Background: an optimization exercise with open tools, aiming at small area. Do not read the settings as production practice. Only simulation tests tie the RTL to the original design; equivalence was not proved. Power and IR drop assume default switching activity. No driver is modelled on the clock port, so clocking that relies on it looks cheaper here than on a real chip.

File: flow/config.mk
export PLATFORM = sky130hd
export DESIGN_NAME = pam_modem
export DESIGN_NICKNAME = pam_modem
export VERILOG_FILES = /design/flow/design.v
export SDC_FILE = /design/flow/constraint.sdc
export NUM_CORES = 4
export LEC_CHECK = 0
export CAP_MARGIN = 20
export CORE_MARGIN = 2
export CORE_UTILIZATION = 40
export CTS_BUF_LIST = sky130_fd_sc_hd__clkbuf_2 sky130_fd_sc_hd__clkbuf_4 sky130_fd_sc_hd__clkbuf_8
export SLEW_MARGIN = 20
File: flow/constraint.sdc
create_clock -name core_clock -period 10.0 [get_ports {clk}]
set_input_delay 2.0000 -clock core_clock [delete_from_list [all_inputs] [get_ports {clk}]]
set_output_delay 2.0000 -clock core_clock [all_outputs]
set_load 0.01 [all_outputs]
File: flow/design.v
module sin_cos (
  input Clk,
  input rst,
  output reg [3:0] sin_phase,
  output reg signed [7:0] data_cos,
  output fill_done);
    reg [4:0] cos_phase;
    always @(posedge Clk) begin
        if (rst) sin_phase <= 4'd0;
        else case (sin_phase)
            4'd0: sin_phase <= 4'd1;
            4'd1: sin_phase <= 4'd2;
            4'd2: sin_phase <= 4'd3;
            4'd3: sin_phase <= 4'd4;
            4'd4: sin_phase <= 4'd5;
            4'd5: sin_phase <= 4'd6;
            4'd6: sin_phase <= 4'd7;
            4'd7: sin_phase <= 4'd8;
            4'd8: sin_phase <= 4'd9;
            4'd9: sin_phase <= 4'd10;
            4'd10: sin_phase <= 4'd11;
            4'd11: sin_phase <= 4'd12;
            4'd12: sin_phase <= 4'd13;
            4'd13: sin_phase <= 4'd14;
            4'd14: sin_phase <= 4'd1;
            default: sin_phase <= 4'd0;
        endcase
    end
    always @(posedge Clk) begin
        if (rst) cos_phase <= 5'd0;
        else case (cos_phase)
            5'd0: cos_phase <= 5'd1;
            5'd1: cos_phase <= 5'd2;
            5'd2: cos_phase <= 5'd3;
            5'd3: cos_phase <= 5'd4;
            5'd4: cos_phase <= 5'd5;
            5'd5: cos_phase <= 5'd6;
            5'd6: cos_phase <= 5'd7;
            5'd7: cos_phase <= 5'd8;
            5'd8: cos_phase <= 5'd9;
            5'd9: cos_phase <= 5'd10;
            5'd10: cos_phase <= 5'd11;
            5'd11: cos_phase <= 5'd12;
            5'd12: cos_phase <= 5'd13;
            5'd13: cos_phase <= 5'd14;
            5'd14: cos_phase <= 5'd15;
            5'd15: cos_phase <= 5'd16;
            5'd16: cos_phase <= 5'd17;
            5'd17: cos_phase <= 5'd18;
            5'd18: cos_phase <= 5'd9;
            default: cos_phase <= 5'd0;
        endcase
    end
    assign fill_done = (sin_phase == 4'd7) && (cos_phase == 5'd13);
    always @(*) begin
        case (cos_phase)
            5'd0: data_cos = 8'sd0;
            5'd1: data_cos = 8'sd63;
            5'd2: data_cos = 8'sd51;
            5'd3: data_cos = 8'sd17;
            5'd4: data_cos = -8'sd22;
            5'd5: data_cos = -8'sd54;
            5'd6: data_cos = -8'sd63;
            5'd7: data_cos = -8'sd47;
            5'd8: data_cos = -8'sd12;
            5'd9: data_cos = 8'sd0;
            5'd10: data_cos = 8'sd38;
            5'd11: data_cos = 8'sd61;
            5'd12: data_cos = 8'sd59;
            5'd13: data_cos = 8'sd33;
            5'd14: data_cos = -8'sd5;
            5'd15: data_cos = -8'sd42;
            5'd16: data_cos = -8'sd62;
            5'd17: data_cos = -8'sd57;
            5'd18: data_cos = -8'sd29;
            default: data_cos = 8'sd0;
        endcase
    end
endmodule
module pam_mixer(
  input [1:0] data_in,
  input [3:0] sin_phase,
  output reg signed [7:0] signal_out
);
  always @(*) begin
    case ({sin_phase, data_in})
      6'd0: signal_out = 8'sd0;
      6'd1: signal_out = 8'sd0;
      6'd2: signal_out = 8'sd0;
      6'd3: signal_out = 8'sd0;
      6'd4: signal_out = 8'sd0;
      6'd5: signal_out = 8'sd0;
      6'd6: signal_out = 8'sd0;
      6'd7: signal_out = 8'sd0;
      6'd8: signal_out = 8'sd0;
      6'd9: signal_out = 8'sd14;
      6'd10: signal_out = 8'sd28;
      6'd11: signal_out = 8'sd42;
      6'd12: signal_out = 8'sd0;
      6'd13: signal_out = 8'sd25;
      6'd14: signal_out = 8'sd50;
      6'd15: signal_out = 8'sd75;
      6'd16: signal_out = 8'sd0;
      6'd17: signal_out = 8'sd31;
      6'd18: signal_out = 8'sd62;
      6'd19: signal_out = 8'sd93;
      6'd20: signal_out = 8'sd0;
      6'd21: signal_out = 8'sd31;
      6'd22: signal_out = 8'sd62;
      6'd23: signal_out = 8'sd93;
      6'd24: signal_out = 8'sd0;
      6'd25: signal_out = 8'sd24;
      6'd26: signal_out = 8'sd49;
      6'd27: signal_out = 8'sd73;
      6'd28: signal_out = 8'sd0;
      6'd29: signal_out = 8'sd13;
      6'd30: signal_out = 8'sd26;
      6'd31: signal_out = 8'sd39;
      6'd32: signal_out = 8'sd0;
      6'd33: signal_out = -8'sd1;
      6'd34: signal_out = -8'sd2;
      6'd35: signal_out = -8'sd3;
      6'd36: signal_out = 8'sd0;
      6'd37: signal_out = -8'sd15;
      6'd38: signal_out = -8'sd30;
      6'd39: signal_out = -8'sd45;
      6'd40: signal_out = 8'sd0;
      6'd41: signal_out = -8'sd26;
      6'd42: signal_out = -8'sd51;
      6'd43: signal_out = -8'sd77;
      6'd44: signal_out = 8'sd0;
      6'd45: signal_out = -8'sd32;
      6'd46: signal_out = -8'sd63;
      6'd47: signal_out = -8'sd95;
      6'd48: signal_out = 8'sd0;
      6'd49: signal_out = -8'sd31;
      6'd50: signal_out = -8'sd61;
      6'd51: signal_out = -8'sd92;
      6'd52: signal_out = 8'sd0;
      6'd53: signal_out = -8'sd24;
      6'd54: signal_out = -8'sd47;
      6'd55: signal_out = -8'sd71;
      6'd56: signal_out = 8'sd0;
      6'd57: signal_out = -8'sd12;
      6'd58: signal_out = -8'sd23;
      6'd59: signal_out = -8'sd35;
      default: signal_out = 8'sd0;
    endcase
  end
endmodule
module moving_avg_filt(
  input clk,
  input rst,
  input fill_done,
  input [6:0] signal_in,
  output reg [12:0] signal_sum
  );
  parameter N = 64;
  reg [7*N-1:0] queue;
  reg fill_en;
  wire [6:0] oldest = queue[7*N-1 -: 7];
  always @(posedge clk) begin
    queue <= {queue[7*N-8:0], ~signal_in};
  end
  always @(posedge clk) begin
    if (rst)
      fill_en <= 1'b0;
    else if (fill_done)
      fill_en <= 1'b1;
  end
  wire [6:0] a = signal_sum[6:0];
  wire [6:0] b = signal_in;
  wire [6:0] c = oldest | {7{~fill_en}};
  wire [6:0] ps = a ^ b ^ c;
  wire [7:1] pc = (a & b) | (c & (a ^ b));
  wire [7:0] k;
  wire [6:0] lo;
  assign k[0] = 1'b1;
  assign lo[0] = ps[0] ^ k[0];
  assign k[1] = ps[0] & k[0];
  genvar i;
  generate
    for (i = 1; i < 7; i = i + 1) begin : rip
      assign lo[i] = ps[i] ^ pc[i] ^ k[i];
      assign k[i+1] = (ps[i] & pc[i]) | (k[i] & (ps[i] ^ pc[i]));
    end
  endgenerate
  wire up = pc[7] & k[7];
  wire dn = ~(pc[7] | k[7]);
  wire [5:0] hi = signal_sum[12:7];
  wire [6:0] ones, zeros;
  assign ones[0] = 1'b1;
  assign zeros[0] = 1'b1;
  generate
    for (i = 0; i < 6; i = i + 1) begin : incdec
      assign ones[i+1] = ones[i] & hi[i];
      assign zeros[i+1] = zeros[i] & ~hi[i];
    end
  endgenerate
  wire [5:0] hi_next = hi ^ (({6{up}} & ones[5:0]) | ({6{dn}} & zeros[5:0]));
  always @(posedge clk) begin
    if (rst)
      signal_sum <= 13'd0;
    else
      signal_sum <= {hi_next, lo};
  end
endmodule
module qam_demodulator(
  input clk,
  input rst,
  input fill_done,
  input signed [7:0] input_signal,
  output reg [1:0] data_demod
  );
  wire [6:0] mod_value = input_signal[6:0] ^ {7{input_signal[7]}};
  wire [12:0] sum;
  reg [1:0] level;
  moving_avg_filt mov_avg(
    .clk(clk),
    .rst(rst),
    .fill_done(fill_done),
    .signal_in(mod_value),
    .signal_sum(sum)
    );
  wire [6:0] avg = sum[12:6];
  always @ ( posedge clk ) begin
    if (avg <= 9) level <= 2'd0;
    else if (avg <= 28) level <= 2'd1;
    else if (avg <= 47) level <= 2'd2;
    else level <= 2'd3;
    data_demod <= level;
  end
endmodule
module pam_modem (
  input clk,
  input rst,
  input [1:0] data_in,
  input signed [7:0] rx_in,
  output signed [7:0] tx_out,
  output signed [7:0] cos_out,
  output [1:0] rx_data
);
  wire [3:0] sin_phase;
  wire fill_done;
  sin_cos u_carrier (
    .Clk(clk),
    .rst(rst),
    .sin_phase(sin_phase),
    .data_cos(cos_out),
    .fill_done(fill_done)
  );
  pam_mixer u_mixer (
    .data_in(data_in),
    .sin_phase(sin_phase),
    .signal_out(tx_out)
  );
  qam_demodulator u_demod (
    .clk(clk),
    .rst(rst),
    .fill_done(fill_done),
    .input_signal(rx_in),
    .data_demod(rx_data)
  );
endmodule
File: flow/run.sh
#!/bin/bash
# synth_recipe.tcl (not shown) runs the flow's synth.tcl, then flattens the netlist and writes it again
# the make line also repeats each setting of config.mk as NAME=value (left out here)
make -C /OpenROAD-flow-scripts/flow DESIGN_CONFIG=/design/flow/config.mk WORK_HOME=/design/flow/orfs CLKGATE_MAP_FILE= SYNTH_SCRIPT=/design/flow/synth_recipe.tcl finish
==> metrics.md, run 1 <==
| Metric | Value |
|---|---|
| Status | `finished clean` |
| Crit path DAT | `4.38 ns` |
| Initial core utilization | `between 40% and 50%` |
| Layout cells sized above 1 | `between 10 and 15%` |
| Final design utilization | `48.28%` |
| Clock sinks | `between 400 and 500` |
| Final Critical Period | `about 6.4 ns` |
| CP peak stage delay | `around 0.61 ns` |
| Worst slew pin tran | `1.003 ns` |
| Synth Flop Type | `dfxtp_1` |
| Post-synth ARST share | `0%` |
| Number of port buffers | `29` |
| Worst EP required | `roughly 8 ns` |
| CP Cell Sequence | `clkdlybuf4s50_1 > inv_1 > ha_1 > nor2_1 > a21oi_1 > or3_1 > a32oi_1 > clkdlybuf4s50_1` |
| Worst vdd ir | `between 0.15 and 0.2 mV` |
| DP Cell Count | `1,130` |
| Pleak | `about 0.0055 µW` |
| First-pass GRT wire length | `approximately 24 mm` |
| Die Span Y | `about 170 µm` |
| DR iter-0 viols | `250` |
| HPWL Detailed | `approximately 7.1 mm` |
| Critical Setup Path Class | `input pin to output port` |
| Crit Path Max Fanout | `8` |
| H-tree depth | `3` |
| CTS root buffer | `clkbuf_8` |
| Number of flops mapped to enable cells by yosys | `0` |
| Seq cells post-synth | `about 480` |
| Cell count after synthesis | `between 700 and 800` |
| Routed vias | `about 5,000` |
| Final nets | `around 860` |
| Number of post-CTS setup repair buffers | `0` |
| PnR worst setup slack | `around 3.6 ns` |
| Setup TNS | `0 ns` |
| Layout Cells excl Fill | `1,247` |
| Synth warnings | `4` |
| Hold Crit Class | `flop to flop` |
| Average instance area after synthesis | `about 15 µm²` |
| Slowest CP cell | `clkdlybuf4s50_1` |
| Crit path top cell by count | `clkdlybuf4s50_1` |
| Pin count of the biggest net entering global routing | `36` |
| Vias in the first global route | `5,053` |
| PostCTS Resize Cnt | `0` |
| Total die area | `~30,000 µm²` |
| Sequential Area | `~9500 µm²` |
| All-Layer GR Usage | `10.14%` |
| Hold Buf Count CTS | `0` |
| Leading area contributor after synthesis | `dfxtp_1` |
| Final Setup Violations | `0` |
| Crit. Startpoint | `data_in[0]` |
| DR vias/cell | `4.030` |
| Drt first pass iters | `4` |
| Commonest cells post-synth | `475 x dfxtp_1, 32 x nor2_1, 29 x inv_1, 20 x nand2_1, 17 x a21oi_1` |
| Dpl ws | `3.413 ns` |
| Core Footprint | `27,780 µm²` |
| CTS Buf Count | `69` |
| Rows | `61` |
| CP Capture Type | `output port` |
| CP Launch Type | `input pin` |
| Final max-slew violation count | `0` |
| Final WL | `between 10 and 15 mm` |
| Max_cap viols | `0` |
| PD cells | `around 290 nW/µm²` |
| Clock Tree Buf Depth | `3` |
| Ranking of synthesized cells by area | `dfxtp_1 84%, fa_1 2.3%, ha_1 1.8%` |
| Syn_nets | `slightly below 800` |
| Diodes inserted | `0` |
| Final GP Congestion | `between 0.7 and 0.8` |
| Cell with the most instances after synthesis | `dfxtp_1` |
| Period utilization | `a little under two thirds` |
| Boundary Pins | `30` |
| Synth cell types | `47` |
| Final hold vios | `0` |
| Power Total | `between 3000 and 4000 µW` |
| Residual DRC | `0` |
| Area growth syn-to-layout | `18.53%` |
| Reg2reg start | `u_demod.mov_avg.fill_en` |
| Initial antenna violation count | `0` |
| Clock-pin slew on the worst setup and hold paths | `0.07 ns` |
| Fillers | `approximately 2,500` |
| F_max | `between 150 and 200 MHz` |
| ANT nets after route | `0` |
| Grt ovf | `0` |
| CTS tree | `yes` |
| Hold path startpoint | `u_demod.mov_avg.queue[103]` |
| Multi-input gate area | `~1600 µm²` |
| Clock latency (worst-skew pair) | `between 0.5 and 0.6 ns` |
| Sequential cell area fraction in the yosys report | `between 80% and 90%` |
| Slew headroom | `about 33%` |
| RSZ-0062 raised after global routing | `false` |
| Clk_skew | `0.01228 ns` |
| DR WL/cell | `around 11 µm` |
| Yosys top cell area share | `between 80% and 90%` |
| Die W | `172.2 µm` |
| Mapped cell area | `11,310 µm²` |
-- metrics by stage --
stage                     hold WS [ns]  cell area, µm²
after detailed placement        0.3121           11990
after CTS                       0.3164           13410
after floorplan                 0.3096           11310
final                           0.3150           13410
after global routing            0.3178           13410
after global placement          0.3101           11990
-- cell type report --
| type | instances | area share (%) |
|---|---|---|
| tap | 378 | 3.526 |
| inverter | 32 | 0.8956 |
| clock buffer | 108 | 10.01 |
| multi-input combinational | 215 | 11.82 |
| sequential | 475 | 70.90 |
| clock inverter | 9 | 0.6251 |
| timing repair buffer | 30 | 2.220 |
-- state kept, by name, summed over array words and instances, names as in the netlist --
name	count
u_carrier.cos_phase	5
u_demod.level	2
u_demod.data_demod	2
u_demod.mov_avg.signal_sum	13
u_demod.mov_avg.queue	448
u_carrier.sin_phase	4
u_demod.mov_avg.fill_en	1
-- cell usage in the layout (no fill, tap or decap), types with 2 or more instances in the layout --
| cell | n |
|---|---|
| dfxtp_1 | 475 |
| clkbuf_8 | 85 |
| nor2_1 | 32 |
| inv_1 | 29 |
| clkdlybuf4s50_1 | 29 |
| clkbuf_4 | 23 |
| nand2_1 | 20 |
| a21oi_1 | 17 |
| ha_1 | 16 |
| fa_1 | 13 |
| nor2b_1 | 12 |
| xnor2_1 | 10 |
| o21ai_0 | 10 |
| a31oi_1 | 8 |
| nand2b_1 | 7 |
| nor3_1 | 6 |
| xor2_1 | 6 |
| mux2i_1 | 6 |
| a211oi_1 | 5 |
| o21ai_1 | 5 |
| nand3_1 | 5 |
| clkinv_2 | 4 |
| nand3b_1 | 3 |
| inv_2 | 3 |
| o211ai_1 | 3 |
| o2111ai_1 | 3 |
| o22ai_1 | 3 |
| clkinvlp_4 | 3 |
| a311oi_1 | 2 |
| o221ai_1 | 2 |
| or3_1 | 2 |
| a22oi_1 | 2 |
| o32ai_1 | 2 |
| and3_1 | 2 |
-- critical path: cells and delay by family --
family	cells	cell delay, ns
buf+inv	3	1.28
simple gates	2	0.56
fa+ha+maj	1	0.30
compound gates	2	0.25
-- worst paths after layout --
kind                                          to  slack (ns)  cells past startpoint
hold / removal        u_demod.mov_avg.queue[110]        0.32                      0
setup reg to reg  u_demod.mov_avg.signal_sum[12]        5.72                     16
hold reg to reg       u_demod.mov_avg.queue[110]        0.32                      0
setup / recovery                       tx_out[3]        3.62                      8
-- kinds of logic after synthesis --
family                   synth area share, %
flip-flops                             84.04
XOR/XNOR                               1.238
buffers and inverters                  1.946
adder cells (fa/ha/maj)                4.069
AO/OA/AOI/OAI                          3.860
AND/OR/NAND/NOR                        4.114
multiplexers                          0.7299
-- layer usage --
| metal | share of wire, % | routed length (µm) | track usage [%] | vias to the layer above |
|---|---|---|---|---|
| met5 | 0 | 0 | 0 | - |
| met2 | 39 | 5433 | 12.80 | 87 |
| met1 | 54 | 7477 | 14.85 | 2354 |
| met3 | 4.1 | 571 | 3.799 | 26 |
| met4 | 2.1 | 296 | 5.225 | 0 |
| li1 | - | - | - | 2558 |
-- power by group --
part / switching [µW] / leakage, µW / internal [µW] / total, µW
registers: 61.5 / 0.00397 / 2070 / 2130
clock network: 642 / 0.000753 / 878 / 1520
logic: 109 / 0.000809 / 110 / 219
total: 812 / 0.00553 / 3060 / 3870
==> run 2, diff against run 1 <==
--- a/flow/config.mk
+++ b/flow/config.mk
@@ -10,3 +10,5 @@
 export CORE_UTILIZATION = 40
-export CTS_BUF_LIST = sky130_fd_sc_hd__clkbuf_2 sky130_fd_sc_hd__clkbuf_4 sky130_fd_sc_hd__clkbuf_8
+export CTS_BUF_LIST = sky130_fd_sc_hd__clkbuf_8
+export CTS_CLUSTER_DIAMETER = 60
+export CTS_CLUSTER_SIZE = 20
 export SLEW_MARGIN = 20
==> run 2 against run 1 <==
Against the previous run: combinational power barely moved; clock skew rose by 0.0069 ns; largest power group unchanged; critical path depth did not move; worst setup slack improved by 0.0012 ns; global-route usage fell by 1.0 points; still clean; power fell by 19%; routed wire length fell by 6.7%; fmax barely moved.
==> metrics.md, run 2 <==
| Metric | Value |
|---|---|
| Pin count of the biggest net entering global routing | `36 (unchanged)` |
| Clock latency (worst-skew pair) | `0.57 ns (was 0.55 ns)` |
| Synth cell types | `47 (unchanged)` |
| Max reg flops | `448 (unchanged)` |
| Diodes inserted | `0 (unchanged)` |
| Number of post-CTS setup repair buffers | `0 (unchanged)` |
| PD cells | `251.6 nW/µm² (was 288.7 nW/µm²)` |
| Crit path DAT | `4.38 ns (about the same)` |
| Final max-slew violation count | `0 (unchanged)` |
| Core Footprint | `27,780 µm² (unchanged)` |
| Hold Buf Count CTS | `0 (unchanged)` |
| Status | `finished clean (unchanged)` |
| PostCTS Resize Cnt | `0 (unchanged)` |
| Buf/Inv on CP | `3 (unchanged)` |
| Reg with most FFs | `u_demod.mov_avg.queue (unchanged)` |
| Worst EP required | `8.00 ns (about the same)` |
| Period utilization | `63.84% (was 63.85%)` |
| Slowest CP cell | `clkdlybuf4s50_1 (unchanged)` |
| Setup TNS | `0 ns (unchanged)` |
| Final Critical Period | `6.384 ns (was 6.385 ns)` |
| Most frequent cells in the layout | `475 x dfxtp_1, 32 x nor2_1, 29 x inv_1, 29 x clkbuf_8, 29 x clkdlybuf4s50_1 (was 475 x dfxtp_1, 85 x clkbuf_8, 32 x nor2_1, 29 x inv_1, 29 x clkdlybuf4s50_1)` |
| Clk_skew | `0.01913 ns (was 0.01228 ns)` |
| M2 GR Usage | `11.73% (was 12.80%)` |
| Rows | `61 (unchanged)` |
| Total die area | `29,650 µm² (unchanged)` |
| Final design utilization | `44.70% (was 48.28%)` |
| All-Layer GR Usage | `9.104% (was 10.14%)` |
| Clock sinks | `475 (unchanged)` |
| Final Setup Violations | `0 (unchanged)` |
| Die W | `172.2 µm (unchanged)` |
| Die Span Y | `172.2 µm (unchanged)` |
| Commonest cells post-synth | `475 x dfxtp_1, 32 x nor2_1, 29 x inv_1, 20 x nand2_1, 17 x a21oi_1 (unchanged)` |
| Final WL | `12.86 mm (was 13.78 mm)` |
| Boundary Pins | `30 (unchanged)` |
| Slew headroom | `33.50% (was 32.94%)` |
| CP Capture Type | `output port (unchanged)` |
| Final GP Congestion | `0.7884 (unchanged)` |
| CP peak stage delay | `0.61 ns (about the same)` |
| RSZ-0062 raised after global routing | `false (unchanged)` |
| Initial antenna violation count | `0 (unchanged)` |
| Cell with the most instances after synthesis | `dfxtp_1 (unchanged)` |
| Met1 global-route usage | `14.64% (was 14.85%)` |
| Ranking of synthesized cells by area | `dfxtp_1 84%, fa_1 2.3%, ha_1 1.8% (unchanged)` |
| CTS root buffer | `clkbuf_8 (unchanged)` |
| Clock network power share | `24.9% (was 39.2%)` |
| Routed vias | `4,735 (was 5,025)` |
| GRT met3 Usage | `2.037% (was 3.799%)` |
| Average instance area after synthesis | `15.21 µm² (unchanged)` |
| CTS Buf Count | `28 (was 69)` |
| Synth Flop Type | `dfxtp_1 (unchanged)` |
| NetSw | `678.4 µW (was 812.2 µW)` |
| Synth warnings | `4 (unchanged)` |
| Largest registers in the final layout | `u_demod.mov_avg.queue x448, u_demod.mov_avg.signal_sum x13, u_carrier.cos_phase x5 (unchanged)` |
| Internal power | `2447 µW (was 3060 µW)` |
| DR iter-0 viols | `265 (was 250)` |
| Crit path top cell by count | `clkdlybuf4s50_1 (unchanged)` |
| ANT nets after route | `0 (unchanged)` |
| CTS tree | `yes (unchanged)` |
| H-tree depth | `1 (was 3)` |
| HPWL Detailed | `7.131 mm (unchanged)` |
| DR WL/cell | `11.06 µm (was 11.05 µm)` |
| Max_cap viols | `0 (unchanged)` |
| Crit path max-delay family | `buffers and inverters (unchanged)` |
| Hold Crit Class | `flop to flop (unchanged)` |
| First-pass GRT wire length | `22.01 mm (was 23.92 mm)` |
| CP Launch Type | `input pin (unchanged)` |
| Commonest non-fill, non-tap cell in the layout | `dfxtp_1 (unchanged)` |
| Grt ovf | `0 (unchanged)` |
| Dpl ws | `3.413 ns (unchanged)` |
| Vias in the first global route | `4,516 (was 5,053)` |
| Cell count after synthesis | `744 (unchanged)` |
| Critical Setup Path Class | `input pin to output port (unchanged)` |
| Logic pwr share | `7.0% (was 5.7%)` |
| Post-synth ARST share | `0% (unchanged)` |
| Clock-pin slew on the worst setup and hold paths | `0.11 ns (was 0.07 ns)` |
| Pleak | `0.004996 µW (was 0.005530 µW)` |
| DR vias/cell | `4.071 (was 4.030)` |
| PnR worst setup slack | `3.616 ns (was 3.615 ns)` |
| Crit Path Max Fanout | `8 (unchanged)` |
| Leading area contributor after synthesis | `dfxtp_1 (unchanged)` |
| Layout cells sized above 1 | `5.096% (was 14.27%)` |
| F_max | `156.7 MHz (was 156.6 MHz)` |
| Switch share | `21.71% (was 20.97%)` |
| Mapped cell area | `11,310 µm² (unchanged)` |
| Sequential cell area fraction in the yosys report | `84.04% (unchanged)` |
| Number of port buffers | `29 (unchanged)` |
| CP Cell Sequence | `clkdlybuf4s50_1 > inv_1 > ha_1 > nor2_1 > a21oi_1 > or3_1 > a32oi_1 > clkdlybuf4s50_1 (unchanged)` |
| Worst vdd ir | `0.1410 mV (was 0.1745 mV)` |
| Yosys top cell area share | `84.04% (unchanged)` |
| Worst slew pin tran | `0.9943 ns (was 1.003 ns)` |
| Initial core utilization | `40.73% (unchanged)` |
| Area growth syn-to-layout | `9.764% (was 18.53%)` |
| Fraction of power consumed by sequential logic | `68.1% (was 55.1%)` |
| Gr busiest metal | `met1 (unchanged)` |
| Number of flops mapped to enable cells by yosys | `0 (unchanged)` |
| Clock Tree Buf Depth | `3 (unchanged)` |
| Seq cells post-synth | `475 (unchanged)` |
| Residual DRC | `0 (unchanged)` |
| Final nets | `823 (was 864)` |
| WP depth | `8 (unchanged)` |
| Syn_nets | `785 (unchanged)` |
| Drt first pass iters | `5 (was 4)` |
| Hold depth | `0 (unchanged)` |
| Final hold vios | `0 (unchanged)` |
| Power Total | `3125 µW (was 3872 µW)` |
| Reg2Reg Depth | `16 (unchanged)` |
run 2: cell counts after synthesis:
Identical to the previous run, type by type.
run 2: kinds of logic (layout without fill, tap and decap cells):
kind of cell	Yosys count	count (layout)	synth area share [%]
simple gates	95	95	4.114
buf+inv	54	95	1.946
mux	7	7	0.7299
fa+ha+maj	29	29	4.069
compound gates	68	68	3.860
xor+xnor	16	16	1.238
flops	475	475	84.04
run 2: power by group through the flow:
stage / Combinational [µW] / Sequential, µW / Clock [µW]
floorplan: 172 / 2150 / 0
global placement: 219 / 2170 / 0
detailed placement: 219 / 2170 / 0
CTS: 222 / 2130 / 817
global route: 254 / 2150 / 888
finish: 218 / 2130 / 777
run 2: worst reg2reg max path: cells and delay by family, from the launching register on:
family                   cells  cell delay [ns]
AND/OR/NAND/NOR              3             0.71
buffers and inverters        3             0.21
adder cells (fa/ha/maj)      8             2.39
XOR/XNOR                     1             0.13
multiplexers                 1             0.17
flip-flops                   1             0.53
run 2: final cells by class:
cell class	count	area, µm²
Fill cell	2510	15360
Sequential cell	475	9509
Multi-Input combinational cell	215	1585
Tap cell	378	473.0
Clock buffer	29	399.1
Timing Repair Buffer	30	297.8
Inverter	32	120.1
Clock inverter	4	35.03
run 2: path summary, 6_finish.rpt:
kind	startpoint	to	slack, ns
hold / removal	u_demod.mov_avg.queue[412]	u_demod.mov_avg.queue[419]	0.33
hold reg to reg	u_demod.mov_avg.queue[412]	u_demod.mov_avg.queue[419]	0.33
setup / recovery	data_in[0]	tx_out[3]	3.62
setup reg to reg	u_demod.mov_avg.fill_en	u_demod.mov_avg.signal_sum[11]	5.73
run 2: per-stage QoR:
step / cells / hold slack, ns / area (µm²)
detailed placement: 1130 / 0.3121 / 11990
finish: 1163 / 0.3270 / 12420
global placement: 1130 / 0.3101 / 11990
floorplan: 744 / 0.3096 / 11310
CTS: 1163 / 0.3248 / 12420
global route: 1163 / 0.3304 / 12420
run 2: layer usage:
metal  up-vias  share of wire, %
met5         -                 0
met4         0               2.5
met3        31               3.9
met2        68                37
met1      2209                57
li1       2427                 -
==> run 3, diff against run 2 <==
--- a/flow/config.mk
+++ b/flow/config.mk
@@ -10,5 +10,5 @@
 export CORE_UTILIZATION = 40
-export CTS_BUF_LIST = sky130_fd_sc_hd__clkbuf_8
-export CTS_CLUSTER_DIAMETER = 60
-export CTS_CLUSTER_SIZE = 20
+export CTS_BUF_LIST = sky130_fd_sc_hd__clkbuf_4
+export CTS_CLUSTER_DIAMETER = 40
+export CTS_CLUSTER_SIZE = 12
 export SLEW_MARGIN = 20
==> run 3 against run 2 <==
Against the previous run: clock skew shrank 0.0024 ns; non-clock buffer count stayed put; via count is 3.3% higher; fmax fell by 0.21%; core utilization is 0.13 points higher; power rose by 0.75%; critical path depth is the same; highest routed layer unchanged.
==> metrics.md, run 3 <==
| Metric | Value |
|---|---|
| Post-synth ARST share | `0% (unchanged)` |
| Largest family of logic cells by synthesized area | `simple AND/OR/NAND/NOR gates (unchanged)` |
| Drt first pass iters | `4 (was 5)` |
| Clock Tree Buf Depth | `3 (unchanged)` |
| CTS Buf Count | `48 (was 28)` |
| Synth warnings | `4 (unchanged)` |
| DR WL/cell | `11.06 µm (about the same)` |
| Final Setup Violations | `0 (unchanged)` |
| Crit Path Max Fanout | `8 (unchanged)` |
| Synth cell types | `47 (unchanged)` |
| DR vias/cell | `4.102 (was 4.071)` |
| CP Cell Sequence | `clkdlybuf4s50_1 > inv_1 > ha_1 > nor2_1 > a21oi_1 > or3_1 > a32oi_1 > clkdlybuf4s50_1 (unchanged)` |
| CP peak stage delay | `0.61 ns (about the same)` |
| Clk_skew | `0.01672 ns (was 0.01913 ns)` |
| Sequential cell area fraction in the yosys report | `84.04% (unchanged)` |
| Slew headroom | `32.39% (was 33.50%)` |
| Power Total | `3149 µW (was 3125 µW)` |
| Pin count of the biggest net entering global routing | `36 (unchanged)` |
| Number of port buffers | `29 (unchanged)` |
| Max reg flops | `448 (unchanged)` |
| Critical Setup Path Class | `input pin to output port (unchanged)` |
| Initial antenna violation count | `1 (was 0)` |
| Boundary Pins | `30 (unchanged)` |
| Leading area contributor after synthesis | `dfxtp_1 (unchanged)` |
| Reg with most FFs | `u_demod.mov_avg.queue (unchanged)` |
| Fillers | `2,540 (was 2,510)` |
| Post-Synth Adder-Cell Area | `4.069% (unchanged)` |
| Synth Area in XOR/XNOR | `1.239% (unchanged)` |
| Status | `finished clean (unchanged)` |
| PD cells | `252.8 nW/µm² (was 251.6 nW/µm²)` |
| Clock-pin slew on the worst setup and hold paths | `0.11 ns (about the same)` |
| Reg2reg start | `u_demod.mov_avg.fill_en (unchanged)` |
| Number of flops mapped to enable cells by yosys | `0 (unchanged)` |
| HPWL Detailed | `7.131 mm (unchanged)` |
| Hold path startpoint | `u_demod.mov_avg.queue[377] (was u_demod.mov_avg.queue[412])` |
| Layout cells sized above 1 | `8.128% (was 5.096%)` |
| Final max-slew violation count | `0 (unchanged)` |
| Die W | `172.2 µm (unchanged)` |
| Total die area | `29,650 µm² (unchanged)` |
| Slowest CP cell | `clkdlybuf4s50_1 (unchanged)` |
| Commonest cells post-synth | `475 x dfxtp_1, 32 x nor2_1, 29 x inv_1, 20 x nand2_1, 17 x a21oi_1 (unchanged)` |
| CTS root buffer | `clkbuf_4 (was clkbuf_8)` |
| Seq cells post-synth | `475 (unchanged)` |
| Clock latency (worst-skew pair) | `0.66 ns (was 0.57 ns)` |
| Die Span Y | `172.2 µm (unchanged)` |
| H-tree depth | `2 (was 1)` |
| Synth Area in Simple Gates | `4.114% (unchanged)` |
| F_max | `156.3 MHz (was 156.7 MHz)` |
| Rows | `61 (unchanged)` |
| Synth Flop Type | `dfxtp_1 (unchanged)` |
| Clock sinks | `475 (unchanged)` |
| Crit path DAT | `4.40 ns (was 4.38 ns)` |
| Mux cell area share after synthesis | `0.7298% (unchanged)` |
| Worst slew pin tran | `1.011 ns (was 0.9943 ns)` |
| Buf/Inv on CP | `3 (unchanged)` |
| Multi-input gate area | `1585 µm² (unchanged)` |
| Syn_nets | `785 (unchanged)` |
| DR iter-0 viols | `206 (was 265)` |
| Number of post-CTS setup repair buffers | `0 (unchanged)` |
| RSZ-0062 raised after global routing | `false (unchanged)` |
| Cell count after synthesis | `744 (unchanged)` |
| Ranking of synthesized cells by area | `dfxtp_1 84%, fa_1 2.3%, ha_1 1.8% (unchanged)` |
| Worst EP required | `8.00 ns (about the same)` |
| Final nets | `843 (was 823)` |
| Crit path top cell by count | `clkdlybuf4s50_1 (unchanged)` |
| CP Capture Type | `output port (unchanged)` |
| Residual DRC | `0 (unchanged)` |
| Setup TNS | `0 ns (unchanged)` |
| Average instance area after synthesis | `15.21 µm² (unchanged)` |
| Mapped cell area | `11,310 µm² (unchanged)` |
| Routed vias | `4,890 (was 4,735)` |
| Grt ovf | `0 (unchanged)` |
| Most frequent cells in the layout | `475 x dfxtp_1, 50 x clkbuf_4, 32 x nor2_1, 29 x inv_1, 29 x clkdlybuf4s50_1 (was 475 x dfxtp_1, 32 x nor2_1, 29 x inv_1, 29 x clkbuf_8, 29 x clkdlybuf4s50_1)` |
| Final hold vios | `0 (unchanged)` |
| Max_cap viols | `0 (unchanged)` |
| Commonest non-fill, non-tap cell in the layout | `dfxtp_1 (unchanged)` |
| Final GP Congestion | `0.7884 (unchanged)` |
| Final WL | `13.19 mm (was 12.86 mm)` |
| Largest registers in the final layout | `u_demod.mov_avg.queue x448, u_demod.mov_avg.signal_sum x13, u_carrier.cos_phase x5 (unchanged)` |
| CP Launch Type | `input pin (unchanged)` |
| First-pass GRT wire length | `22.77 mm (was 22.01 mm)` |
| Area growth syn-to-layout | `10.07% (was 9.764%)` |
| Initial core utilization | `40.73% (unchanged)` |
| CTS tree | `yes (unchanged)` |
| PostCTS Resize Cnt | `0 (unchanged)` |
| Period utilization | `63.97% (was 63.84%)` |
| Sequential Area | `9509 µm² (unchanged)` |
| Post-synthesis compound-gate area fraction | `3.859% (unchanged)` |
| ANT nets after route | `0 (unchanged)` |
| Hold Crit Class | `flop to flop (unchanged)` |
| Hold Buf Count CTS | `0 (unchanged)` |
| Worst vdd ir | `0.1455 mV (was 0.1410 mV)` |
| Core Footprint | `27,780 µm² (unchanged)` |
| Cell with the most instances after synthesis | `dfxtp_1 (unchanged)` |
| Pleak | `0.005049 µW (was 0.004996 µW)` |
| PnR worst setup slack | `3.603 ns (was 3.616 ns)` |
| Crit. Startpoint | `data_in[0] (unchanged)` |
| All-Layer GR Usage | `9.541% (was 9.104%)` |
| Vias in the first global route | `4,708 (was 4,516)` |
| Crit path max-delay family | `buffers and inverters (unchanged)` |
| Final Critical Period | `6.397 ns (was 6.384 ns)` |
| Dpl ws | `3.413 ns (unchanged)` |
| Yosys top cell area share | `84.04% (unchanged)` |
==> run 3: cells by family after synthesis <==
logic type                 count (synthesis)
buffers and inverters                     54
AOI/OAI and AO/OA                         68
muxes                                      7
adders and majority gates                 29
DFF                                      475
and+or+nand+nor                           95
xor gates and xnor gates                  16
==> run 3: worst paths after layout <==
kind                                         end  slack (ns)  depth (start not counted)
setup / recovery                       tx_out[3]        3.60                          8
hold / removal        u_demod.mov_avg.queue[384]        0.33                          0
setup reg to reg  u_demod.mov_avg.signal_sum[11]        5.73                         16
hold reg to reg       u_demod.mov_avg.queue[384]        0.33                          0
==> run 3: metrics by stage <==
step | hold slack, ns | std cells | instance area [µm²] | util [%]
CTS | 0.3251 | 1190 | 12450 | 44.81
global placement | 0.3101 | 1130 | 11990 | 43.14
global route | 0.3218 | 1192 | 12450 | 44.83
floorplan | 0.3096 | 744 | 11310 | -
detailed placement | 0.3121 | 1130 | 11990 | 43.14
finish | 0.3260 | 1192 | 12450 | 44.83
==> run 3: layer usage <==
metal	routed length, µm	vias to the layer above	track usage [%]
li1	-	2499	-
met1	7313	2265	14.86
met2	4832	88	11.91
met3	617	38	2.792
met4	424	0	4.275
met5	0	-	0
==> run 3: where the power goes <==
part / total [µW] / leakage [µW] / internal, µW / switching (µW)
combinational: 219 / 0.000809 / 111 / 108
sequential: 2130 / 0.00397 / 2070 / 60.7
clock: 800 / 0.000271 / 268 / 532
total: 3150 / 0.00505 / 2450 / 701
==> run 3: cell type report <==
| class | instances | share of cell area [%] |
|---|---|---|
| sequential | 475 | 76.35 |
| multi-input combinational | 215 | 12.73 |
| tap | 378 | 3.797 |
| clock buffer | 50 | 3.014 |
| timing repair buffer | 30 | 2.391 |
| inverter | 32 | 0.9644 |
| clock inverter | 10 | 0.7133 |
| antenna | 2 | 0.04018 |
==> run 3: worst reg2reg max path, stage by stage, from the launching register on <==
cell and delay (ns):
dfxtp_1 0.53, nand2b_1 0.18, fa_1 0.48, inv_1 0.09, fa_1 0.19, fa_1 0.18
inv_1 0.05, fa_1 0.38, fa_1 0.40, fa_1 0.38, inv_1 0.08, fa_1 0.21
ha_1 0.18, or4b_4 0.47, mux2i_1 0.17, xnor2_1 0.13, nor2_1 0.05
==> run 4, diff against run 3 <==
==> flow/flow/run.sh (new file) <==
#!/bin/bash
# Layout flow: the standard flow (standard.sh), with two changes:
#  - the port buffers are the smallest buffer (buf_1) instead of the
#    resizer's default choice (clkdlybuf4s50_1);
#  - clock tree synthesis uses clkbuf_8 sink clusters of up to 20 flip-flops
#    and inserts no dummy loads.
# Every tool's output goes to a log file in this folder (and ORFS keeps its
# per-step logs under orfs/logs/).
set -euo pipefail
cat >> config.mk <<'EOC'
export BUFFER_PORTS_ARGS = -buffer_cell sky130_fd_sc_hd__buf_1
export CTS_ARGS = -sink_clustering_enable -repair_clock_nets -buf_list sky130_fd_sc_hd__clkbuf_8 -sink_clustering_size 20 -sink_clustering_max_diameter 60 -dont_use_dummy_load
EOC
bash standard.sh > flow_make.log 2>&1
==> flow/standard.sh (new file) <==
#!/bin/bash
# synth_recipe.tcl (not shown) runs the flow's synth.tcl, then flattens the netlist and writes it again
# the make line also repeats each setting of config.mk as NAME=value (left out here)
make -C /OpenROAD-flow-scripts/flow DESIGN_CONFIG=/design/flow/config.mk WORK_HOME=/design/flow/orfs CLKGATE_MAP_FILE= SYNTH_SCRIPT=/design/flow/synth_recipe.tcl "${@:-finish}"
--- a/flow/config.mk
+++ b/flow/config.mk
@@ -10,5 +10,4 @@
 export CORE_UTILIZATION = 40
-export CTS_BUF_LIST = sky130_fd_sc_hd__clkbuf_4
-export CTS_CLUSTER_DIAMETER = 40
-export CTS_CLUSTER_SIZE = 12
 export SLEW_MARGIN = 20
+export BUFFER_PORTS_ARGS = -buffer_cell sky130_fd_sc_hd__buf_1
+export CTS_ARGS = -sink_clustering_enable -repair_clock_nets -buf_list sky130_fd_sc_hd__clkbuf_8 -sink_clustering_size 20 -sink_clustering_max_diameter 60 -dont_use_dummy_load
removed: flow/run.sh
==> run 4 against run 3 <==
Against the previous run: synthesized cell count stayed put; critical path depth unchanged; cell area shrank 2.2%; clock power is 8.3% lower; via count is 5.8% lower; power fell by 2.6%; sequential share of layout area grew 1.8 points; count of clock-buffer cells in the layout decreased by 23; routed wire length decreased by 3.5%; worst hold slack worse by 0.023 ns; largest power group unchanged; highest routed layer unchanged.
==> metrics.md, run 4 <==
| Metric | Value |
|---|---|
| Final GP Congestion | `0.7994 (was 0.7884)` |
| Ranking of synthesized cells by area | `dfxtp_1 84%, fa_1 2.3%, ha_1 1.8% (unchanged)` |
| CTS root buffer | `clkbuf_8 (was clkbuf_4)` |
| Yosys top cell area share | `84.04% (unchanged)` |
| Hold path startpoint | `u_demod.mov_avg.queue[27] (was u_demod.mov_avg.queue[377])` |
| PnR worst setup slack | `4.291 ns (was 3.603 ns)` |
| Post-synthesis compound-gate area fraction | `3.859% (unchanged)` |
| Boundary Pins | `30 (unchanged)` |
| CP peak stage delay | `0.34 ns (was 0.61 ns)` |
| Post-synth ARST share | `0% (unchanged)` |
| Clock Tree Buf Depth | `3 (unchanged)` |
| Reg2reg start | `u_demod.mov_avg.fill_en (unchanged)` |
| ANT nets after route | `0 (unchanged)` |
| Reg-to-reg endpoint | `u_demod.mov_avg.signal_sum[11] (unchanged)` |
| Slowest CP cell | `or3_1 (was clkdlybuf4s50_1)` |
| DP Cell Count | `1,130 (unchanged)` |
| Hold EP | `u_demod.mov_avg.queue[34] (was u_demod.mov_avg.queue[384])` |
| Period utilization | `57.09% (was 63.97%)` |
| Status | `finished clean (unchanged)` |
| DR vias/cell | `3.980 (was 4.102)` |
| Worst EP required | `8.00 ns (about the same)` |
| RSZ-0062 raised after global routing | `false (unchanged)` |
| Final WL | `12.73 mm (was 13.19 mm)` |
| Leading area contributor after synthesis | `dfxtp_1 (unchanged)` |
| Reg2Reg Depth | `16 (unchanged)` |
| Diodes inserted | `0 (was 2)` |
| Placed cell area | `11,800 µm² (was 11,990 µm²)` |
| Cell with the most instances after synthesis | `dfxtp_1 (unchanged)` |
| Buf/Inv on CP | `3 (unchanged)` |
| Synth Area in XOR/XNOR | `1.239% (unchanged)` |
| Average instance area after synthesis | `15.21 µm² (unchanged)` |
| Crit path DAT | `3.71 ns (was 4.40 ns)` |
| Largest registers in the final layout | `u_demod.mov_avg.queue x448, u_demod.mov_avg.signal_sum x13, u_carrier.cos_phase x5 (unchanged)` |
| Synth Flop Type | `dfxtp_1 (unchanged)` |
| PD cells | `251.8 nW/µm² (was 252.8 nW/µm²)` |
| Clock-pin slew on the worst setup and hold paths | `0.11 ns (about the same)` |
| Die W | `172.2 µm (unchanged)` |
| Multi-input gate area | `1585 µm² (unchanged)` |
| Max reg flops | `448 (unchanged)` |
| Clock latency (worst-skew pair) | `0.58 ns (was 0.66 ns)` |
| Final Setup Violations | `0 (unchanged)` |
| Initial core utilization | `40.73% (unchanged)` |
| Setup TNS | `0 ns (unchanged)` |
| Number of port buffers | `29 (unchanged)` |
| Rows | `61 (unchanged)` |
| Layout cells sized above 1 | `4.493% (was 8.128%)` |
| Synth Area in Simple Gates | `4.114% (unchanged)` |
| Largest family of logic cells by synthesized area | `simple AND/OR/NAND/NOR gates (unchanged)` |
| Layout Cells excl Fill | `1,157 (was 1,192)` |
| Routed vias | `4,605 (was 4,890)` |
| Initial antenna violation count | `0 (was 1)` |
| Reg with most FFs | `u_demod.mov_avg.queue (unchanged)` |
| Synth warnings | `4 (unchanged)` |
| CTS Buf Count | `27 (was 48)` |
| Register-to-Register Setup Slack | `5.76 ns (was 5.73 ns)` |
| H-tree depth | `1 (was 2)` |
| Max_cap viols | `0 (unchanged)` |
| Hold Buf Count CTS | `0 (unchanged)` |
| Hold depth | `0 (unchanged)` |
| CP Capture Type | `output port (unchanged)` |
| Crit Path Max Fanout | `8 (unchanged)` |
| Crit path max-delay family | `buffers and inverters (unchanged)` |
| Seq cells post-synth | `475 (unchanged)` |
| Final max-slew violation count | `0 (unchanged)` |
| Pin count of the biggest net entering global routing | `36 (unchanged)` |
| Fillers | `2,520 (was 2,540)` |
| All-Layer GR Usage | `9.007% (was 9.541%)` |
| Clk_skew | `0.04311 ns (was 0.01672 ns)` |
| Cell area after layout | `12,180 µm² (was 12,450 µm²)` |
| Vias in the first global route | `4,347 (was 4,708)` |
| CP Launch Type | `input pin (unchanged)` |
| Crit path top cell by count | `buf_1 (was clkdlybuf4s50_1)` |
| Die Span Y | `172.2 µm (unchanged)` |
| Cell count after synthesis | `744 (unchanged)` |
| Most frequent cells in the layout | `474 x dfxtp_1, 32 x nor2_1, 29 x inv_1, 29 x buf_1, 27 x clkbuf_8 (was 475 x dfxtp_1, 50 x clkbuf_4, 32 x nor2_1, 29 x inv_1, 29 x clkdlybuf4s50_1)` |
| Number of post-CTS setup repair buffers | `0 (unchanged)` |
| DR WL/cell | `11.00 µm (was 11.06 µm)` |
| Pleak | `0.004898 µW (was 0.005049 µW)` |
| Final Critical Period | `5.709 ns (was 6.397 ns)` |
| First-pass GRT wire length | `21.67 mm (was 22.77 mm)` |
| Clock sinks | `475 (unchanged)` |
| DR iter-0 viols | `177 (was 206)` |
| CTS tree | `yes (unchanged)` |
| Worst vdd ir | `0.1366 mV (was 0.1455 mV)` |
| Sequential Area | `9510 µm² (was 9509 µm²)` |
| Hold Crit Class | `flop to flop (unchanged)` |
| Syn_nets | `785 (unchanged)` |
| Final nets | `822 (was 843)` |
| Synth cell types | `47 (unchanged)` |
| Mapped cell area | `11,310 µm² (unchanged)` |
| Dpl ws | `3.808 ns (was 3.413 ns)` |
| Number of flops mapped to enable cells by yosys | `0 (unchanged)` |
| Slew headroom | `32.13% (was 32.39%)` |
| Grt ovf | `0 (unchanged)` |
| Mux cell area share after synthesis | `0.7298% (unchanged)` |
| Area growth syn-to-layout | `7.619% (was 10.07%)` |
| Residual DRC | `0 (unchanged)` |
| F_max | `175.2 MHz (was 156.3 MHz)` |
| Commonest cells post-synth | `475 x dfxtp_1, 32 x nor2_1, 29 x inv_1, 20 x nand2_1, 17 x a21oi_1 (unchanged)` |
| Critical Setup Path Class | `input pin to output port (unchanged)` |
| Final hold vios | `0 (unchanged)` |
| CP Cell Sequence | `buf_1 > inv_1 > ha_1 > nor2_1 > a21oi_1 > or3_1 > a32oi_1 > buf_1 (was clkdlybuf4s50_1 > inv_1 > ha_1 > nor2_1 > a21oi_1 > or3_1 > a32oi_1 > clkdlybuf4s50_1)` |
| Worst slew pin tran | `1.017 ns (was 1.011 ns)` |
| Drt first pass iters | `4 (unchanged)` |
| Commonest non-fill, non-tap cell in the layout | `dfxtp_1 (unchanged)` |
| Sequential cell area fraction in the yosys report | `84.04% (unchanged)` |
| Post-Synth Adder-Cell Area | `4.069% (unchanged)` |
| Total die area | `29,650 µm² (unchanged)` |
| HPWL Detailed | `6.976 mm (was 7.131 mm)` |
| Core Footprint | `27,780 µm² (unchanged)` |
| PostCTS Resize Cnt | `0 (unchanged)` |
## run 4: cell counts after synthesis
Identical to the previous run, type by type.
## run 4: where the power goes
part	internal (µW)	switching, µW
clock network	244	490
registers	2070	64.6
logic	93.6	105
## run 4: cells by family after synthesis
group | count (synthesis)
AOI/OAI and AO/OA | 68
xor gates and xnor gates | 16
adders and majority gates | 29
buffers and inverters | 54
DFF | 475
muxes | 7
and+or+nand+nor | 95
## run 4: area by class of cell
| cell class | count | area share (%) |
|---|---|---|
| multi-input combinational | 215 | 13.02 |
| tap | 378 | 3.884 |
| clock buffer | 27 | 3.052 |
| inverter | 32 | 0.9864 |
| timing repair buffer | 30 | 0.9556 |
| sequential | 475 | 78.10 |
## run 4: worst max path at each step
stage,slack [ns],cells past startpoint,startpoint,endpoint
global route,4.14,8,data_in[0],tx_out[3]
finish,4.29,8,data_in[0],tx_out[3]
CTS,4.32,8,data_in[0],tx_out[3]
detailed placement,3.81,17,rx_in[7],u_demod.mov_avg.signal_sum[11]
global placement,3.90,17,rx_in[7],u_demod.mov_avg.signal_sum[11]
floorplan,4.11,17,rx_in[7],u_demod.mov_avg.signal_sum[11]
## run 4: routing by layer
metal / up-vias / wire, µm / GRT usage [%] / share of wire, %
li1: 2423 / - / - / -
met1: 2113 / 7438 / 14.95 / 58
met2: 53 / 4531 / 11.00 / 36
met3: 16 / 521 / 1.946 / 4.1
met4: 0 / 238 / 3.398 / 1.9
met5: - / 0 / 0 / 0
## run 4: stage by stage
stage | util, % | hold slack [ns] | total power, µW
floorplan | - | 0.3096 | 2318
global placement | 42.49 | 0.3108 | 2375
detailed placement | 42.49 | 0.3121 | 2376
CTS | 43.83 | 0.2908 | 3114
global route | 43.83 | 0.2985 | 3229
finish | 43.83 | 0.3026 | 3066
==> run 5, diff against run 4 <==
--- a/flow/flow/run.sh
+++ b/flow/flow/run.sh
@@ -11,3 +11,3 @@
 export BUFFER_PORTS_ARGS = -buffer_cell sky130_fd_sc_hd__buf_1
-export CTS_ARGS = -sink_clustering_enable -repair_clock_nets -buf_list sky130_fd_sc_hd__clkbuf_8 -sink_clustering_size 20 -sink_clustering_max_diameter 60 -dont_use_dummy_load
+export CTS_ARGS = -sink_clustering_enable -repair_clock_nets -buf_list sky130_fd_sc_hd__clkbuf_16 -sink_clustering_size 36 -sink_clustering_max_diameter 80 -dont_use_dummy_load
 EOC
--- a/flow/config.mk
+++ b/flow/config.mk
@@ -12,2 +12,2 @@
 export BUFFER_PORTS_ARGS = -buffer_cell sky130_fd_sc_hd__buf_1
-export CTS_ARGS = -sink_clustering_enable -repair_clock_nets -buf_list sky130_fd_sc_hd__clkbuf_8 -sink_clustering_size 20 -sink_clustering_max_diameter 60 -dont_use_dummy_load
+export CTS_ARGS = -sink_clustering_enable -repair_clock_nets -buf_list sky130_fd_sc_hd__clkbuf_16 -sink_clustering_size 36 -sink_clustering_max_diameter 80 -dont_use_dummy_load
==> run 5 against run 4 <==
Against the previous run: critical path depth stayed put; fmax grew 0.20%; die area stayed put; worst setup slack improved by 0.011 ns; sequential power hardly changed; first-iteration DRC count down 11%; clock skew up 0.0067 ns; critical endpoint unchanged; largest cell class unchanged; largest power group unchanged.
==> metrics.md, run 5 <==
| Metric | Value |
|---|---|
| Status | `finished clean (unchanged)` |
| Final max-slew violation count | `0 (unchanged)` |
| Core Footprint | `27,780 µm² (unchanged)` |
| Hold Buf Count CTS | `0 (unchanged)` |
| Crit Path Max Fanout | `8 (unchanged)` |
| Number of post-CTS setup repair buffers | `0 (unchanged)` |
| Final Setup Violations | `0 (unchanged)` |
| Synth Flop Type | `dfxtp_1 (unchanged)` |
| Number of flops mapped to enable cells by yosys | `0 (unchanged)` |
| Reg with most FFs | `u_demod.mov_avg.queue (unchanged)` |
| CP Launch Type | `input pin (unchanged)` |
| Buf/Inv on CP | `3 (unchanged)` |
| Synth cell types | `47 (unchanged)` |
| Mapped cell area | `11,310 µm² (unchanged)` |
| Rows | `61 (unchanged)` |
| Crit path DAT | `3.70 ns (was 3.71 ns)` |
| Hold Crit Class | `flop to flop (unchanged)` |
| Area growth syn-to-layout | `8.095% (was 7.619%)` |
| Number of port buffers | `29 (unchanged)` |
| All-Layer GR Usage | `8.773% (was 9.007%)` |
| Clock sinks | `475 (unchanged)` |
| PostCTS Resize Cnt | `0 (unchanged)` |
| Multi-input gate area | `1585 µm² (unchanged)` |
| Total die area | `29,650 µm² (unchanged)` |
| Synth warnings | `4 (unchanged)` |
| Final design utilization | `44.02% (was 43.83%)` |
| Final nets | `812 (was 822)` |
| Ranking of synthesized cells by area | `dfxtp_1 84%, fa_1 2.3%, ha_1 1.8% (unchanged)` |
| Commonest cells post-synth | `475 x dfxtp_1, 32 x nor2_1, 29 x inv_1, 20 x nand2_1, 17 x a21oi_1 (unchanged)` |
| Vias in the first global route | `4,140 (was 4,347)` |
| Fillers | `2,508 (was 2,520)` |
| Die Span Y | `172.2 µm (unchanged)` |
| Slew headroom | `31.70% (was 32.13%)` |
| Residual DRC | `0 (unchanged)` |
| Routed vias | `4,542 (was 4,605)` |
| Syn_nets | `785 (unchanged)` |
| Sequential Area | `9510 µm² (unchanged)` |
| Worst EP required | `8.00 ns (about the same)` |
| F_max | `175.5 MHz (was 175.2 MHz)` |
| Cell with the most instances after synthesis | `dfxtp_1 (unchanged)` |
| Final GP Congestion | `0.7994 (unchanged)` |
| Final WL | `12.52 mm (was 12.73 mm)` |
| CP peak stage delay | `0.34 ns (about the same)` |
| Setup TNS | `0 ns (unchanged)` |
| Cell count after synthesis | `744 (unchanged)` |
| Diodes inserted | `0 (unchanged)` |
| Slowest CP cell | `or3_1 (unchanged)` |
| Final Critical Period | `5.698 ns (was 5.709 ns)` |
| Drt first pass iters | `4 (unchanged)` |
| Reg2Reg Depth | `16 (unchanged)` |
| Sequential cell area fraction in the yosys report | `84.04% (unchanged)` |
| Pleak | `0.004913 µW (was 0.004898 µW)` |
| Die W | `172.2 µm (unchanged)` |
| CTS Buf Count | `17 (was 27)` |
| Leading area contributor after synthesis | `dfxtp_1 (unchanged)` |
| Boundary Pins | `30 (unchanged)` |
| Hold depth | `0 (unchanged)` |
| Post-synth ARST share | `0% (unchanged)` |
| DR WL/cell | `10.91 µm (was 11.00 µm)` |
| Initial core utilization | `40.73% (unchanged)` |
| CTS root buffer | `clkbuf_16 (was clkbuf_8)` |
| Pin count of the biggest net entering global routing | `37 (was 36)` |
| Crit path top cell by count | `buf_1 (unchanged)` |
| RSZ-0062 raised after global routing | `false (unchanged)` |
| CP Cell Sequence | `buf_1 > inv_1 > ha_1 > nor2_1 > a21oi_1 > or3_1 > a32oi_1 > buf_1 (unchanged)` |
| Register-to-Register Setup Slack | `5.79 ns (was 5.76 ns)` |
| CP Capture Type | `output port (unchanged)` |
| Most frequent cells in the layout | `474 x dfxtp_1, 32 x nor2_1, 29 x inv_1, 29 x buf_1, 20 x nand2_1 (was 474 x dfxtp_1, 32 x nor2_1, 29 x inv_1, 29 x buf_1, 27 x clkbuf_8)` |
| WP depth | `8 (unchanged)` |
| Period utilization | `56.98% (was 57.09%)` |
| Clock latency (worst-skew pair) | `0.53 ns (was 0.58 ns)` |
| Crit path max-delay family | `buffers and inverters (unchanged)` |
| Average instance area after synthesis | `15.21 µm² (unchanged)` |
| Layout cells sized above 1 | `3.251% (was 4.493%)` |
| Grt ovf | `0 (unchanged)` |
| CTS tree | `yes (unchanged)` |
| Worst slew pin tran | `1.023 ns (was 1.017 ns)` |
| Seq cells post-synth | `475 (unchanged)` |
| Commonest non-fill, non-tap cell in the layout | `dfxtp_1 (unchanged)` |
| H-tree depth | `1 (unchanged)` |
| DR iter-0 viols | `157 (was 177)` |
| Largest registers in the final layout | `u_demod.mov_avg.queue x448, u_demod.mov_avg.signal_sum x13, u_carrier.cos_phase x5 (unchanged)` |
| Worst vdd ir | `0.1437 mV (was 0.1366 mV)` |
| Max reg flops | `448 (unchanged)` |
| ANT nets after route | `0 (unchanged)` |
| HPWL Detailed | `6.976 mm (unchanged)` |
| Yosys top cell area share | `84.04% (unchanged)` |
| Max_cap viols | `0 (unchanged)` |
| Clock-pin slew on the worst setup and hold paths | `0.12 ns (was 0.11 ns)` |
| Initial antenna violation count | `0 (unchanged)` |
| Final hold vios | `0 (unchanged)` |
| DR vias/cell | `3.960 (was 3.980)` |
| Clk_skew | `0.04978 ns (was 0.04311 ns)` |
| First-pass GRT wire length | `21.09 mm (was 21.67 mm)` |
| Critical Setup Path Class | `input pin to output port (unchanged)` |
| PD cells | `256.0 nW/µm² (was 251.8 nW/µm²)` |
| Clock Tree Buf Depth | `3 (unchanged)` |
run 5: through the flow:
| step | hold WS (ns) | total power, µW | cells | cell area [µm²] | worst slack (ns) |
|---|---|---|---|---|---|
| final | 0.2706 | 3131 | 1147 | 12230 | 4.302 |
| after global routing | 0.2714 | 3282 | 1147 | 12230 | 4.144 |
| after floorplan | 0.3096 | 2318 | 744 | 11310 | 4.110 |
| after CTS | 0.2701 | 3170 | 1147 | 12230 | 4.318 |
| after global placement | 0.3108 | 2375 | 1130 | 11800 | 3.899 |
| after detailed placement | 0.3121 | 2376 | 1130 | 11800 | 3.808 |
run 5: kinds of logic after synthesis:
group	Yosys count	share of synthesized area (%)
buffers and inverters	54	1.946
XOR/XNOR	16	1.238
adder cells (fa/ha/maj)	29	4.069
flip-flops	475	84.04
multiplexers	7	0.7299
AO/OA/AOI/OAI	68	3.860
AND/OR/NAND/NOR	95	4.114
run 5: cell type report:
class / count / share of cell area [%]
Clock buffer: 17 / 3.478
Inverter: 32 / 0.9821
Multi-Input combinational cell: 215 / 12.96
Sequential cell: 475 / 77.76
Tap cell: 378 / 3.867
Timing Repair Buffer: 30 / 0.9514
run 5: worst reg2reg max path, stage by stage (launching register included):
cell      delay (ns)
dfxtp_1         0.54
nand2b_1        0.18
fa_1            0.47
inv_1           0.09
fa_1            0.19
fa_1            0.16
inv_1           0.05
fa_1            0.39
fa_1            0.41
fa_1            0.37
inv_1           0.08
fa_1            0.22
ha_1            0.17
or4b_4          0.47
mux2i_1         0.17
xnor2_1         0.13
nor2_1          0.05
run 5: path summary, 6_finish.rpt:
check	from	to
min reg2reg	u_demod.mov_avg.queue[350]	u_demod.mov_avg.queue[357]
max reg2reg	u_demod.mov_avg.fill_en	u_demod.mov_avg.signal_sum[11]
max	data_in[0]	tx_out[3]
min	u_demod.mov_avg.queue[350]	u_demod.mov_avg.queue[357]
run 5: metal layers:
layer | vias to the layer above | share of wire, % | wire, µm | GRT usage (%)
li1 | 2398 | - | - | -
met1 | 2071 | 60 | 7478 | 14.82
met2 | 50 | 34 | 4293 | 10.65
met3 | 23 | 3.2 | 401 | 1.831
met4 | 0 | 2.7 | 342 | 2.923
met5 | - | 0 | 0 | 0
run 5: power by group:
group | leakage (µW) | internal [µW] | switching [µW]
Clock | 0.000209 | 310 | 488
Combinational | 0.000734 | 93.9 | 105
Sequential | 0.00397 | 2070 | 64.9
==> run 6, diff against run 5 <==
==> flow/flow/run.sh (replaced) <==
#!/bin/bash
# Layout flow: the standard flow (standard.sh) with these changes:
#  - synthesis: the standard synthesis script (synth_recipe.tcl), except that
#    ABC maps the logic with an area-oriented script (flow/area.abc: deep
#    AIG optimisation, then area-recovering mapping, no buffering or
#    upsizing), and Yosys's extract_fa is skipped (ABC maps the adders too);
#  - the port buffers are the smallest buffer (buf_1) instead of the
#    resizer's default choice (clkdlybuf4s50_1);
#  - clock tree synthesis uses clkbuf_8 sink clusters of up to 20 flip-flops
#    and inserts no dummy loads.
# Each tool's output goes to a log file in this folder (ORFS also keeps its
# per-step logs under orfs/logs/).
set -euo pipefail
work=$PWD
cat > my_synth.tcl <<EOT
proc abc {args} {
  set i [lsearch \$args -script]
  lset args [expr {\$i + 1}] $work/flow/area.abc
  yosys abc {*}\$args
}
proc extract_fa {args} {}
source $work/synth_recipe.tcl
EOT
sed "s#SYNTH_SCRIPT=[^ ]*#SYNTH_SCRIPT=$work/my_synth.tcl#" standard.sh > my_standard.sh
grep -q "SYNTH_SCRIPT=$work/my_synth.tcl" my_standard.sh
cat >> config.mk <<'EOC'
export BUFFER_PORTS_ARGS = -buffer_cell sky130_fd_sc_hd__buf_1
export CTS_ARGS = -sink_clustering_enable -repair_clock_nets -dont_use_dummy_load -buf_list sky130_fd_sc_hd__clkbuf_8 -sink_clustering_size 22 -sink_clustering_max_diameter 50
EOC
bash my_standard.sh > flow_make.log 2>&1
==> flow/flow/area.abc (new file) <==
&get -n
&st
&deepsyn -T 10
&dch -f
&nf -R 1000
&put
topo
--- a/flow/config.mk
+++ b/flow/config.mk
@@ -12,2 +12,2 @@
 export BUFFER_PORTS_ARGS = -buffer_cell sky130_fd_sc_hd__buf_1
-export CTS_ARGS = -sink_clustering_enable -repair_clock_nets -buf_list sky130_fd_sc_hd__clkbuf_16 -sink_clustering_size 36 -sink_clustering_max_diameter 80 -dont_use_dummy_load
+export CTS_ARGS = -sink_clustering_enable -repair_clock_nets -dont_use_dummy_load -buf_list sky130_fd_sc_hd__clkbuf_8 -sink_clustering_size 22 -sink_clustering_max_diameter 50
==> run 6 against run 5 <==
Against the previous run: still clean; synthesized area decreased by 4.2%; count of clock-buffer cells in the layout rose by 12; power shrank 2.3%; global-route usage shrank 0.22 points; cell area shrank 3.8%; clock skew is 0.0040 ns lower; non-clock buffer count did not move; fmax fell by 2.6%; synthesized cell count is 5.9% lower; worst setup slack got worse by 0.15 ns; critical path depth is 13 higher; critical path type is now input pin to flop; largest cell class unchanged; largest power group unchanged.
==> metrics.md, run 6 <==
| Metric | Value |
|---|---|
| PostCTS Resize Cnt | `0 (unchanged)` |
| Clock-pin slew on the worst setup and hold paths | `0.12 ns (about the same)` |
| Clock Tree Buf Depth | `3 (unchanged)` |
| Core Footprint | `26,800 µm² (was 27,780 µm²)` |
| Commonest non-fill, non-tap cell in the layout | `dfxtp_1 (unchanged)` |
| CTS Buf Count | `29 (was 17)` |
| PD cells | `260.0 nW/µm² (was 256.0 nW/µm²)` |
| Status | `finished clean (unchanged)` |
| Top layer in use | `met4 (unchanged)` |
| Number of post-CTS setup repair buffers | `0 (unchanged)` |
| Reg-to-reg endpoint | `u_demod.mov_avg.signal_sum[12] (was u_demod.mov_avg.signal_sum[11])` |
| Diodes inserted | `0 (unchanged)` |
| Rows | `60 (was 61)` |
| Crit path DAT | `6.36 ns (was 3.70 ns)` |
| Sequential cell area fraction in the yosys report | `87.75% (was 84.04%)` |
| Critical Setup Path Class | `input pin to flop (was input pin to output port)` |
| Register-to-Register Setup Slack | `5.51 ns (was 5.79 ns)` |
| Met3 WL post-DR | `496 µm (was 401 µm)` |
| Fraction of power consumed by sequential logic | `69.4% (was 68.2%)` |
| Ranking of synthesized cells by area | `dfxtp_1 88%, xnor2_1 1.9%, nor2_1 1.5% (was dfxtp_1 84%, fa_1 2.3%, ha_1 1.8%)` |
| Seq cells post-synth | `475 (unchanged)` |
| Hold Crit Class | `flop to flop (unchanged)` |
| Routed vias | `4,482 (was 4,542)` |
| Residual DRC | `0 (unchanged)` |
| Yosys top cell area share | `87.75% (was 84.04%)` |
| Max reg flops | `448 (unchanged)` |
| Area growth syn-to-layout | `8.625% (was 8.095%)` |
| Pleak | `0.004662 µW (was 0.004913 µW)` |
| Commonest cells post-synth | `475 x dfxtp_1, 43 x nor2_1, 24 x xnor2_1, 19 x nand2_1 (was 475 x dfxtp_1, 32 x nor2_1, 29 x inv_1, 20 x nand2_1, 17 x a21oi_1)` |
| Switch share | `21.03% (was 21.01%)` |
| Cell with the most instances after synthesis | `dfxtp_1 (unchanged)` |
| Syn_nets | `712 (was 785)` |
| Final Setup Violations | `0 (unchanged)` |
| All-Layer GR Usage | `8.549% (was 8.773%)` |
| Average instance area after synthesis | `15.48 µm² (was 15.21 µm²)` |
| Clock latency (worst-skew pair) | `0.56 ns (was 0.53 ns)` |
| PnR worst setup slack | `4.149 ns (was 4.302 ns)` |
| CTS tree | `yes (unchanged)` |
| Final Critical Period | `5.851 ns (was 5.698 ns)` |
| DR vias/cell | `4.078 (was 3.960)` |
| Synth warnings | `4 (unchanged)` |
| Layout cells sized above 1 | `3.958% (was 3.251%)` |
| Leading area contributor after synthesis | `dfxtp_1 (unchanged)` |
| Initial antenna violation count | `0 (unchanged)` |
| Reg2reg start | `u_demod.mov_avg.fill_en (unchanged)` |
| Largest registers in the final layout | `u_demod.mov_avg.queue x448, u_demod.mov_avg.signal_sum x13, u_carrier.cos_phase x5 (unchanged)` |
| Reg2Reg Depth | `20 (was 16)` |
| ANT nets after route | `0 (unchanged)` |
| WHS | `0.2835 ns (was 0.2706 ns)` |
| RSZ-0062 raised after global routing | `false (unchanged)` |
| Hold path startpoint | `u_demod.mov_avg.queue[342] (was u_demod.mov_avg.queue[350])` |
| DR WL/cell | `10.59 µm (was 10.91 µm)` |
| Post-synth ARST share | `0% (unchanged)` |
| First-pass GRT wire length | `20.19 mm (was 21.09 mm)` |
| Final nets | `772 (was 812)` |
| Number of port buffers | `29 (unchanged)` |
| Clock sinks | `475 (unchanged)` |
| Synth cell types | `35 (was 47)` |
| F_max | `170.9 MHz (was 175.5 MHz)` |
| Clk_skew | `0.04583 ns (was 0.04978 ns)` |
| Pin count of the biggest net entering global routing | `23 (was 37)` |
| Internal power | `2417 µW (was 2473 µW)` |
| Worst EP required | `10.51 ns (was 8.00 ns)` |
| Die W | `168.6 µm (was 172.2 µm)` |
| Final hold vios | `0 (unchanged)` |
| Initial core utilization | `40.43% (was 40.73%)` |
| NetSw | `643.6 µW (was 658.0 µW)` |
| CP Launch Type | `input pin (unchanged)` |
| Boundary Pins | `30 (unchanged)` |
| Drt first pass iters | `4 (unchanged)` |
| Crit Path Max Fanout | `7 (was 8)` |
run 6: cell count changes after synthesis, sizes merged, moves of 7 or more:
cell	change
fa	-13
nand2b	+10
clkinv	+10
buf	-8
nor2	+11
nor3	+7
ha	-16
a31oi	-7
clkbuf	-13
nor2b	-7
xnor2	+14
inv	-32
run 6: area by class of cell:
| cell class | instances | area (µm²) |
|---|---|---|
| flip-flops and latches | 475 | 9509 |
| well taps | 341 | 426.7 |
| inverters | 10 | 37.54 |
| multi-input cells | 214 | 1282 |
| repair buffers | 30 | 116.4 |
| clock buffers | 29 | 399.1 |
| fillers | 2405 | 15030 |
run 6: worst min path at each step:
stage | endpoint | slack [ns] | depth (start not counted)
finish | u_demod.mov_avg.queue[349] | 0.28 | 0
global route | u_demod.mov_avg.queue[93] | 0.29 | 0
CTS | u_demod.mov_avg.queue[93] | 0.29 | 0
detailed placement | u_demod.mov_avg.queue[113] | 0.31 | 0
global placement | u_demod.mov_avg.queue[97] | 0.31 | 0
floorplan | u_demod.data_demod[0] | 0.31 | 0
run 6: power groups by stage:
stage / clock, µW / sequential (µW) / combinational (µW)
3_5_place_dp: 0 / 2170 / 187
4_1_cts: 789 / 2130 / 188
2_1_floorplan: 0 / 2150 / 154
5_1_grt: 858 / 2150 / 212
3_3_place_gp: 0 / 2160 / 184
6_report: 751 / 2120 / 186
run 6: kinds of logic after synthesis:
logic type / Yosys count / share of synthesized area (%)
flops: 475 / 87.75
simple gates: 122 / 5.473
compound gates: 50 / 2.806
xor+xnor: 31 / 2.505
buf+inv: 11 / 0.4157
fa+ha+maj: 6 / 0.5542
mux: 5 / 0.4965
run 6: routing by layer:
layer  track usage (%)  up-vias
met1             13.63     2037
met5                 0        -
met3             2.104       30
met2             10.93       78
met4             3.261        0
li1                  -     2337
run 6: worst max-delay path: stages:
cell and delay [ns]:
buf_1 0.33, xor2_1 0.32, xor2_1 0.21, xnor2_1 0.11
a21boi_0 0.30, xnor2_1 0.18, nand2_1 0.09, o21ai_0 0.12
xor2_1 0.20, nand2_1 0.11, a21oi_1 0.19, nor2_1 0.09
maj3_1 0.39, maj3_1 0.41, or3_1 0.39, nand2b_1 0.17
nor2_1 0.16, mux2i_1 0.13, nor3_1 0.27, o21bai_1 0.08
a21oi_1 0.10
run 6: per-stage QoR:
| step | total power, µW | cells | utilization, % | cell area [µm²] |
|---|---|---|---|---|
| finish | 3060 | 1099 | 43.92 | 11770 |
| global route | 3215 | 1099 | 43.92 | 11770 |
| CTS | 3104 | 1099 | 43.92 | 11770 |
| detailed placement | 2355 | 1070 | 42.43 | 11370 |
| global placement | 2349 | 1070 | 42.43 | 11370 |
| floorplan | 2303 | 700 | - | 10840 |
